What follows belongs to an exercise in optimizing a design on an open flow for small area and a short achievable clock period; a production flow would make more cautious choices. At most, simulation tests tie the RTL to the original design; equivalence was not proved. No activity file was given, so power comes from the tool's default toggle rates.

==> module sync_fifo, before the edit <==
module sync_fifo
(
input               clk,
input               rst_n,
input               wen,
input   [15:0]      data_in,
output              full,
input               ren,
output  [15:0]      data_out,
output              empty
);
reg  [3:0]  wr_hi, wr_lo;
reg  [15:0] rd_oh;
reg         full_r;
reg         nempty_r;
reg  [15:0] mem [0:15];
reg  [15:0] data_out_r;
assign full     = full_r;
assign empty    = ~nempty_r;
assign data_out = data_out_r;
wire push = wen & ~full_r;
wire pop  = ren & nempty_r;
wire [15:0] wr_oh;
genvar i;
generate
    for (i = 0; i < 16; i = i + 1) begin : sel
        assign wr_oh[i] = wr_hi[i/4] & wr_lo[i%4];
    end
endgenerate
wire [3:0]  wr_lo1 = {wr_lo[2:0], wr_lo[3]};
wire [3:0]  wr_hi1 = {wr_hi[2:0], wr_hi[3]};
wire [15:0] wr_oh1 = {wr_oh[14:0], wr_oh[15]};
wire [15:0] rd_oh1 = {rd_oh[14:0], rd_oh[15]};
wire [3:0]  rd_lo  = rd_oh[3:0] | rd_oh[7:4] | rd_oh[11:8] | rd_oh[15:12];
wire        last_word  = |(rd_oh1 & wr_oh);
wire        last_space = |(wr_oh1 & rd_oh);
always @(posedge clk or negedge rst_n)
begin
    if (!rst_n) begin
        wr_hi    <= 4'd1;
        wr_lo    <= 4'd1;
        rd_oh    <= 16'd1;
        full_r   <= 1'b0;
        nempty_r <= 1'b0;
    end else begin
        if (push & wr_lo[3])
            wr_hi <= wr_hi1;
        if (push)
            wr_lo <= (last_space & ~pop) ? 4'd0 : wr_lo1;
        else if (pop & full_r)
            wr_lo <= rd_lo;
        if (pop)  rd_oh <= rd_oh1;
        if (push)
            nempty_r <= 1'b1;
        else if (pop)
            nempty_r <= ~last_word;
        if (pop)
            full_r <= 1'b0;
        else if (push)
            full_r <= last_space;
    end
end
reg [15:0] rd_word;
integer k;
always @*
begin
    rd_word = 16'd0;
    for (k = 0; k < 16; k = k + 1)
        rd_word = rd_word | (mem[k] & {16{rd_oh[k]}});
end
generate
    for (i = 0; i < 16; i = i + 1) begin : row
        always @(posedge clk)
            if (wr_oh[i])
                mem[i] <= data_in;
    end
endgenerate
always @(posedge clk)
    if (pop)
        data_out_r <= rd_word;
endmodule
Settings: LEC_CHECK=0, CAP_MARGIN=20, CORE_MARGIN=2, CORE_UTILIZATION=55, CTS_CLUSTER_DIAMETER=100, CTS_CLUSTER_SIZE=30, SETUP_SLACK_MARGIN=1.7, SLEW_MARGIN=20; clock period 3.5 ns.
run.sh (not shown) runs the stock make flow with config.mk's settings and CLKGATE_MAP_FILE= SYNTH_SCRIPT=/design/flow/synth_recipe.tcl, a recipe that flattens the netlist after the stock synthesis.
Rerun with:
==> flow/design.v (replaced) <==
module sync_fifo
(
input               clk,
input               rst_n,
input               wen,
input   [15:0]      data_in,
output              full,
input               ren,
output  [15:0]      data_out,
output              empty
);
reg  [3:0]  wr_hi, wr_lo;
reg  [3:0]  rd_hi, rd_lo;
reg         full_r;
reg         nempty_r;
reg  [15:0] mem [0:15];
reg  [15:0] data_out_r;
assign full     = full_r;
assign empty    = ~nempty_r;
assign data_out = data_out_r;
wire push = wen & ~full_r;
wire pop  = ren & nempty_r;
wire [3:0] wr_lo1 = {wr_lo[2:0], wr_lo[3]};
wire [3:0] wr_hi1 = wr_lo[3] ? {wr_hi[2:0], wr_hi[3]} : wr_hi;
wire [3:0] rd_lo1 = {rd_lo[2:0], rd_lo[3]};
wire [3:0] rd_hi1 = rd_lo[3] ? {rd_hi[2:0], rd_hi[3]} : rd_hi;
wire last_word  = (|(rd_lo1 & wr_lo)) & (|(rd_hi1 & wr_hi));
wire last_space = (|(wr_lo1 & rd_lo)) & (|(wr_hi1 & rd_hi));
always @(posedge clk or negedge rst_n)
begin
    if (!rst_n) begin
        wr_hi    <= 4'd1;
        wr_lo    <= 4'd1;
        rd_hi    <= 4'd1;
        rd_lo    <= 4'd1;
        full_r   <= 1'b0;
        nempty_r <= 1'b0;
    end else begin
        if (push) begin
            wr_hi <= wr_hi1;
            wr_lo <= wr_lo1;
        end
        if (pop) begin
            rd_hi <= rd_hi1;
            rd_lo <= rd_lo1;
        end
        if (push)
            nempty_r <= 1'b1;
        else if (pop)
            nempty_r <= ~last_word;
        if (pop)
            full_r <= 1'b0;
        else if (push)
            full_r <= last_space;
    end
end
reg [15:0] rd_word;
integer k;
always @*
begin
    rd_word = 16'd0;
    for (k = 0; k < 16; k = k + 1)
        rd_word = rd_word | (mem[k] & {16{rd_hi[k/4] & rd_lo[k%4]}});
end
genvar i;
generate
    for (i = 0; i < 16; i = i + 1) begin : row
        always @(posedge clk)
            if (wr_hi[i/4] & wr_lo[i%4] & ~full_r)
                mem[i] <= data_in;
    end
endgenerate
always @(posedge clk)
    if (pop)
        data_out_r <= rd_word;
endmodule
The new run finished with timing, DRC and antenna clean.
Routed wire length climbs by 0.40%.
Flip-flop and latch count drops by 8.
Die area drops by 2.7%.
Count of clock-buffer cells in the layout drops by 2.
Final cell count climbs by 4.0%.
Total power climbs by 3.6%.
Global-route usage climbs by 0.94 points.
Fmax drops by 14%.
Core utilization climbs by 2.0 points.
Synthesized area drops by 2.7%.
Final area climbs by 1.9%.
Critical path depth climbs by 3.
Hold slack gets worse by 0.024 ns.
Function not checked in the second run of this note: the RTL went through the layout flow alone.

[what the ideal ports hide]
No port has a modelled driver above. Below, the same layouts with a new extraction and two added sets of constraints. Step 1 (the two cells are an assumption about what drives the block):
set clk [get_ports {clk}]
set_driving_cell -lib_cell sky130_fd_sc_hd__clkbuf_16 $clk
set_driving_cell -lib_cell sky130_fd_sc_hd__buf_2 [delete_from_list [all_inputs] $clk]
Step 2, shift: input delay + t, output delay - t, t = (earliest + latest rising clock arrival at the registers) / 2. This alone moves slack from input paths to output paths. Slacks: ideal / step 1 / step 2; pairs: ideal / step 1.
| run | shift t [ns] | setup slack, ns | latest minus earliest clock arrival (ns) | slew at the worst register clock pin (ns) | worst data-port slew with drivers (ns) |
|---|---|---|---|---|---|
| the first run | 0.531 | 1.696 / 1.652 / 1.316 | 0.020 / 0.020 | 0.12 / 0.12 | 0.05 |
| the second run | 0.521 | 1.391 / 1.391 / 1.334 | 0.014 / 0.014 | 0.11 / 0.11 | 0.04 |
After both steps every run listed still meets setup and hold. The setup slack of the first run, which loses most, moves by -0.044 ns with the drivers and by -0.380 ns with both steps.
